What follows belongs to an exercise in optimizing a design on an open flow for small area; a production flow would make more cautious choices.
The RTL was checked by simulation tests, not by an equivalence proof against the original design.
The flow treats the clock pin as an ideal source, which a real chip does not have.
No activity file was given, so power comes from the tool's default toggle rates.

==> fjord: inputs <==
==> flow/design.v <==
module Counter #(
		parameter WIDTH = 16
	) (
		input enable,
		input reset,
		input clk,
		output reg[WIDTH-1:0] result
		);
	always @(posedge clk) begin
		if (reset) begin
			result <= {WIDTH{1'b0}};
			end
		else if (enable) begin
			result <= result + 1;
			end
		end
	endmodule
module EdgeDetector(
		input sig,
		input clk,
		output rise,
		output fall
		);
	reg prev;  
	always @(posedge clk) begin
		prev <= sig;
		end
	assign rise = sig > prev;
	assign fall = sig < prev;
	endmodule	
module LighthouseTimer #(
		parameter COUNTER_WIDTH = 32,
		parameter CLOCKS_PER_US = 16
	) (
		input envelope,
		input data,
		input clk,
		input reset,
		output [COUNTER_WIDTH-1:0] sync_A_time,
		output [COUNTER_WIDTH-1:0] sync_B_time,
		output [COUNTER_WIDTH-1:0] sweep_time,
		output reg complete
		);
	localparam DW = 18;
	localparam PW = 16;
	localparam LW = 17;
	localparam TIMEOUT_SYNC_A = 4300*CLOCKS_PER_US;
	localparam TIMEOUT_SYNC_B = 600*CLOCKS_PER_US;
	localparam TIMEOUT_SWEEP = 7000*CLOCKS_PER_US;
	localparam SYNC_PULSE_MIN = 62*CLOCKS_PER_US;
	function [LW-1:0] lfsrStep(input [LW-1:0] s);
		lfsrStep = {s[LW-2:0], ~(s[16] ^ s[13])};
	endfunction
	localparam [LW-1:0] AT_SWEEP = 17'h175f5;
	localparam PULSE_SYNC_A = 2'b01;
	localparam PULSE_SYNC_B = 2'b10;
	localparam PULSE_SWEEP = 2'b11;
	localparam PHASE_WAIT = 2'b00;
	localparam PHASE_TIME_PULSE = 2'b01;
	localparam PHASE_PULSE_COMPLETE = 2'b10;
	localparam PHASE_TIMEOUT = 2'b11;
	reg [1:0] pulse;
	reg [1:0] phase;
	reg prev;
	wire riseDetected = envelope & ~prev;
	wire fallDetected = ~envelope & prev;
	reg [LW-1:0] delay;
	reg delayReset;
	reg pastSweep;
	reg [DW-1:0] track;
	reg [PW-1:0] widthA;
	reg [PW-1:0] widthB;
	reg pulseRun;
	reg pulseOdd;
	wire isA = pulse == PULSE_SYNC_A;
	wire isB = pulse == PULSE_SYNC_B;
	wire isS = pulse == PULSE_SWEEP;
	wire timedOut = isB ? track > TIMEOUT_SYNC_B :
		(isS | complete) ? pastSweep : (pastSweep | track > TIMEOUT_SYNC_A);
	wire trackHold = complete | (isS & (pulseOdd | phase == PHASE_PULSE_COMPLETE));
	wire [DW-1:0] trackNext = track + {{(DW-1){1'b0}}, ~trackHold};
	wire shortA = track < SYNC_PULSE_MIN - 1;
	wire shortB = widthB < SYNC_PULSE_MIN;
	wire restart = reset |
		(phase == PHASE_WAIT & fallDetected & isA) |
		(phase == PHASE_PULSE_COMPLETE & ((isA & shortA) | (isB & shortB))) |
		(phase == PHASE_TIMEOUT & ~isB);
	wire sweepDone = phase == PHASE_PULSE_COMPLETE & isS;
	assign sync_A_time = {{(COUNTER_WIDTH-PW){1'b0}}, widthA};
	assign sync_B_time = {{(COUNTER_WIDTH-PW){1'b0}}, widthB & {PW{~isB}}};
	assign sweep_time = {{(COUNTER_WIDTH-DW){1'b0}}, track & {DW{complete}}};
	always @(posedge clk) begin
		prev <= envelope;
		if (delayReset) begin
			delay <= {LW{1'b0}};
			pastSweep <= 1'b0;
		end else begin
			delay <= lfsrStep(delay);
			if (delay == AT_SWEEP) pastSweep <= 1'b1;
		end
		if ((delayReset & ~complete) | (restart & complete))
			track <= {DW{1'b0}};
		else
			track <= trackNext;
		pulseOdd <= pulseRun & ~pulseOdd;
		if (restart)
			widthB <= {PW{1'b0}};
		else if (isB & phase == PHASE_TIME_PULSE)
			widthB <= widthB + 1'b1;
		if (restart)
			widthA <= {PW{1'b0}};
		else if (phase == PHASE_PULSE_COMPLETE & isA)
			widthA <= trackNext[PW-1:0];
		if (restart)
			complete <= 1'b0;
		else if (sweepDone)
			complete <= 1'b1;
		delayReset <= restart | sweepDone;
		if (reset)
			pulseRun <= 1'b0;
		else if (phase == PHASE_WAIT & fallDetected)
			pulseRun <= 1'b1;
		else if (phase == PHASE_TIME_PULSE & riseDetected)
			pulseRun <= 1'b0;
		else if (restart)
			pulseRun <= 1'b0;
		if (reset)
			phase <= PHASE_WAIT;
		else case (phase)
			PHASE_WAIT:
				if (timedOut)
					phase <= PHASE_TIMEOUT;
				else if (fallDetected)
					phase <= PHASE_TIME_PULSE;
			PHASE_TIME_PULSE:
				if (riseDetected)
					phase <= PHASE_PULSE_COMPLETE;
			default:
				phase <= PHASE_WAIT;
		endcase
		if (restart)
			pulse <= PULSE_SYNC_A;
		else if (phase == PHASE_PULSE_COMPLETE)
			pulse <= isA ? PULSE_SYNC_B : isB ? PULSE_SWEEP : PULSE_SYNC_A;
		else if (phase == PHASE_TIMEOUT)
			pulse <= PULSE_SWEEP;
	end
endmodule
==> flow/flow/run.sh <==
#!/bin/bash
# The standard layout (standard.sh: the standard synthesis and ORFS flow), with three
# placement/CTS choices changed:
#  - the tie-low cell is not duplicated per load (one conb_1 drives the constant-zero outputs);
#  - every input and output port still gets its own buffer, but a buf_1 rather than the
#    resizer's default pick;
#  - CTS inserts no dummy load cells.
# ORFS writes each step's full log under orfs/logs; make's own output goes to standard.log.
set -euo pipefail
export SKIP_REPAIR_TIE_FANOUT=1
export BUFFER_PORTS_ARGS="-buffer_cell sky130_fd_sc_hd__buf_1"
export CTS_ARGS="-sink_clustering_enable -repair_clock_nets -dont_use_dummy_load"
bash standard.sh > standard.log 2>&1
==> flow/standard.sh <==
#!/bin/bash
# synth_recipe.tcl (not shown) runs the flow's synth.tcl, then flattens the netlist and writes it again
# the make line also repeats each setting of config.mk as NAME=value (left out here)
make -C /OpenROAD-flow-scripts/flow DESIGN_CONFIG=/design/flow/config.mk WORK_HOME=/design/flow/orfs CLKGATE_MAP_FILE= SYNTH_SCRIPT=/design/flow/synth_recipe.tcl "${@:-finish}"
==> flow/config.mk <==
export PLATFORM = sky130hd
export DESIGN_NAME = LighthouseTimer
export DESIGN_NICKNAME = LighthouseTimer
export VERILOG_FILES = /design/flow/design.v
export SDC_FILE = /design/flow/constraint.sdc
export NUM_CORES = 4
export LEC_CHECK = 0
export CAP_MARGIN = 20
export CORE_MARGIN = 2
export CORE_UTILIZATION = 70
export PLACE_DENSITY = 0.8
export SLEW_MARGIN = 20
==> flow/constraint.sdc <==
create_clock -name core_clock -period 10.0 [get_ports {clk}]
set_input_delay 2.0000 -clock core_clock [delete_from_list [all_inputs] [get_ports {clk}]]
set_output_delay 2.0000 -clock core_clock [all_outputs]
set_load 0.01 [all_outputs]
==> amber (differences from fjord) <==
--- a/flow/design.v
+++ b/flow/design.v
@@ -41,3 +41,3 @@
 		output [COUNTER_WIDTH-1:0] sweep_time,
-		output reg complete
+		output complete
 		);
@@ -54,5 +54,6 @@
 	localparam [LW-1:0] AT_SWEEP = 17'h175f5;
-	localparam PULSE_SYNC_A = 2'b01;
-	localparam PULSE_SYNC_B = 2'b10;
-	localparam PULSE_SWEEP = 2'b11;
+	localparam PULSE_SYNC_A = 2'b10;
+	localparam PULSE_SYNC_B = 2'b11;
+	localparam PULSE_SWEEP = 2'b01;
+	localparam PULSE_SYNC_A_DONE = 2'b00;
 	localparam PHASE_WAIT = 2'b00;
@@ -75,2 +76,4 @@
 	wire isA = pulse == PULSE_SYNC_A;
+	wire isAc = pulse == PULSE_SYNC_A_DONE;
+	assign complete = isAc;
 	wire isB = pulse == PULSE_SYNC_B;
@@ -80,3 +83,17 @@
 	wire trackHold = complete | (isS & (pulseOdd | phase == PHASE_PULSE_COMPLETE));
-	wire [DW-1:0] trackNext = track + {{(DW-1){1'b0}}, ~trackHold};
+	wire [DW:0] trackCarry;
+	assign trackCarry[0] = ~trackHold;
+	wire [DW-1:0] trackNext;
+	genvar gi;
+	generate for (gi = 0; gi < DW; gi = gi + 1) begin : tinc
+		assign trackNext[gi] = track[gi] ^ trackCarry[gi];
+		assign trackCarry[gi+1] = track[gi] & trackCarry[gi];
+	end endgenerate
+	wire [PW:0] bCarry;
+	assign bCarry[0] = isB & phase == PHASE_TIME_PULSE;
+	wire [PW-1:0] widthBNext;
+	generate for (gi = 0; gi < PW; gi = gi + 1) begin : binc
+		assign widthBNext[gi] = widthB[gi] ^ bCarry[gi];
+		assign bCarry[gi+1] = widthB[gi] & bCarry[gi];
+	end endgenerate
 	wire shortA = track < SYNC_PULSE_MIN - 1;
@@ -84,3 +101,3 @@
 	wire restart = reset |
-		(phase == PHASE_WAIT & fallDetected & isA) |
+		(phase == PHASE_WAIT & fallDetected & (isA | isAc)) |
 		(phase == PHASE_PULSE_COMPLETE & ((isA & shortA) | (isB & shortB))) |
@@ -107,4 +124,4 @@
 			widthB <= {PW{1'b0}};
-		else if (isB & phase == PHASE_TIME_PULSE)
-			widthB <= widthB + 1'b1;
+		else
+			widthB <= widthBNext;
 		if (restart)
@@ -113,6 +130,2 @@
 			widthA <= trackNext[PW-1:0];
-		if (restart)
-			complete <= 1'b0;
-		else if (sweepDone)
-			complete <= 1'b1;
 		delayReset <= restart | sweepDone;
@@ -143,3 +156,3 @@
 		else if (phase == PHASE_PULSE_COMPLETE)
-			pulse <= isA ? PULSE_SYNC_B : isB ? PULSE_SWEEP : PULSE_SYNC_A;
+			pulse <= isA ? PULSE_SYNC_B : isB ? PULSE_SWEEP : PULSE_SYNC_A_DONE;
 		else if (phase == PHASE_TIMEOUT)
==> flow/flow/run.sh (replaced) <==
#!/bin/bash
# The standard layout (standard.sh: the standard synthesis and ORFS flow), with these
# placement/CTS choices changed:
#  - the tie-low cell is not duplicated per load (one conb_1 drives the constant-zero outputs);
#  - every input and output port still gets its own buffer, but a buf_1 rather than the
#    resizer's default pick;
#  - after global placement, logic cells are sized down to the smallest drive of their
#    family (flow/downsize.tcl); the resizer's repair_design then fixes any slew or
#    capacitance this breaks, and later repair_timing any timing;
#  - CTS inserts no dummy load cells, and after CTS each clock buffer is made as small as
#    keeps every register clock pin's slew at or under 100 ps (flow/clk_downsize.tcl).
# ORFS writes each step's full log under orfs/logs; make's own output goes to standard.log.
set -euo pipefail
export SKIP_REPAIR_TIE_FANOUT=1
export BUFFER_PORTS_ARGS="-buffer_cell sky130_fd_sc_hd__buf_1"
export POST_GLOBAL_PLACE_TCL="$PWD/flow/downsize.tcl"
export CTS_ARGS="-sink_clustering_enable -repair_clock_nets -dont_use_dummy_load"
export POST_CTS_TCL="$PWD/flow/clk_downsize.tcl"
bash standard.sh > standard.log 2>&1
==> flow/flow/clk_downsize.tcl (new file) <==
proc cds_max_clk_slew {} {
  set m 0.0
  foreach p [get_pins -hierarchical */CLK] {
    set s [get_property $p slew_max]
    if {$s > $m} { set m $s }
  }
  return $m
}
proc cds_run {} {
  set limit 0.100
  set block [ord::get_db_block]
  estimate_parasitics -placement
  set before [cds_max_clk_slew]
  set n 0
  # leaf buffers (driving registers) first, then the buffers above them
  set leaves {}
  set upper {}
  foreach inst [$block getInsts] {
    set mname [[$inst getMaster] getName]
    if {![regexp {^sky130_fd_sc_hd__clkbuf_([0-9]+)$} $mname]} { continue }
    set net [[$inst findITerm X] getNet]
    set leaf 0
    foreach it [$net getITerms] {
      if {[[$it getMTerm] getName] eq "CLK"} { set leaf 1; break }
    }
    if {$leaf} { lappend leaves $inst } else { lappend upper $inst }
  }
  foreach inst [concat $leaves $upper] {
    set mname [[$inst getMaster] getName]
    regexp {^sky130_fd_sc_hd__clkbuf_([0-9]+)$} $mname -> d
    foreach smaller {2 4} {
      if {$smaller >= $d} { continue }
      set cell sky130_fd_sc_hd__clkbuf_$smaller
      replace_cell [$inst getName] $cell
      if {[cds_max_clk_slew] <= $limit} {
        incr n
        break
      }
      replace_cell [$inst getName] $mname
    }
  }
  puts "clock buffer sizing: $n buffers made smaller, worst clock pin slew [format %.1f [expr {$before*1000}]] -> [format %.1f [expr {[cds_max_clk_slew]*1000}]] ps"
}
cds_run
==> flow/flow/downsize.tcl (new file) <==
# Gate sizing for area: replace each logic cell by the smallest cell of its family
# (same name up to the drive-strength suffix, e.g. nand4_4 -> nand4_1). Registers,
# clock cells, tie cells, tap/fill cells and port buffers are left as they are.
proc ds_is_dont_use {name patterns} {
  foreach p $patterns { if {[string match $p $name]} { return 1 } }
  return 0
}
proc ds_downsize {} {
  set db [ord::get_db]
  set block [ord::get_db_block]
  set patterns {}
  if {[info exists ::env(DONT_USE_CELLS)]} { set patterns $::env(DONT_USE_CELLS) }
  set n 0
  set saved 0.0
  foreach inst [$block getInsts] {
    set m [$inst getMaster]
    set name [$m getName]
    if {![regexp {^(sky130_fd_sc_hd__[a-z0-9]+)_([0-9]+)$} $name -> base drive]} { continue }
    if {[regexp {__(df|edf|sdf|sedf|dl|clk|conb|tap|fill|decap|diode|lpflow|probe|bufbuf|dly)} $base]} { continue }
    if {[string match "input*" [$inst getName]] || [string match "output*" [$inst getName]]} { continue }
    set best $m
    set barea [expr {[$m getWidth] * [$m getHeight]}]
    foreach d {0 1 2} {
      set c [$db findMaster ${base}_$d]
      if {$c eq "NULL" || $c eq ""} { continue }
      if {[ds_is_dont_use ${base}_$d $patterns]} { continue }
      set a [expr {[$c getWidth] * [$c getHeight]}]
      if {$a < $barea} { set best $c; set barea $a }
    }
    if {$best ne $m} {
      set saved [expr {$saved + ([$m getWidth] * [$m getHeight] - $barea) / 1e6}]
      $inst swapMaster $best
      incr n
    }
  }
  puts "downsize: swapped $n cells, saved [format %.1f $saved] um2"
}
ds_downsize
==> run notes <==
metric                                                            fjord           amber
Via count normalized by instance count                            5.499           5.336
Number of multi-input combinational cells in the layout             278             241
Power in the clock group                                         176 uW          146 uW
Met2 routing resource usage after global routing                 39.48%          36.62%
Total Die Area                                                 5998 um2        5670 um2
Layout cells sized above 1                                       5.176%          2.611%
Switching fraction of total power                                23.38%          23.85%
Power dissipated by switching net loads                        121.4 uW        115.6 uW
Routed WL per cell                                             13.53 um        13.74 um
IR Drop Worst-Case VDD                                     0.00008203 V     0.0001115 V
Area share of fa/ha/maj cells after synthesis                    1.988%          11.25%
Outcome                                                  finished clean  finished clean
GRT Resource Usage Total                                         23.97%          23.14%
Area used by multi-input combinational logic                   1759 um2        1599 um2
Final period util                                                36.30%          42.84%
Xor/xnor cell area share of the yosys netlist                    7.422%         0.7384%
Mapped Nets                                                         439             415
Reg-to-reg slack, setup                                         7.27 ns         5.72 ns
CTS sink count                                                       77              76
Number of instances in the synthesized netlist                      429             379

-- what the ideal ports hide --
How much do the figures lean on ideal ports? The routed layouts below were timed once more, with nothing changed but the port constraints. Step 1, drivers: a clkbuf_16 drives clk and a buf_2 each remaining input, both assumed. Step 2 moves the port delays by t, midway between the first and last clock arrival at a register: inputs arrive t later, outputs are due t later. That takes back most of the time a late clock gives input paths. Slacks: ideal / step 1 / step 2; pairs: ideal / step 1.
| run | shift t [ns] | setup WS [ns] | latest minus earliest clock arrival (ns) | worst data-port slew with drivers (ns) |
|---|---|---|---|---|
| fjord | 0.368 | 6.370 / 6.343 / 6.475 | 0.024 / 0.024 | 0.03 |
| amber | 0.506 | 5.716 / 5.716 / 5.716 | 0.034 / 0.034 | 0.03 |
After both steps every run listed still meets setup and hold.
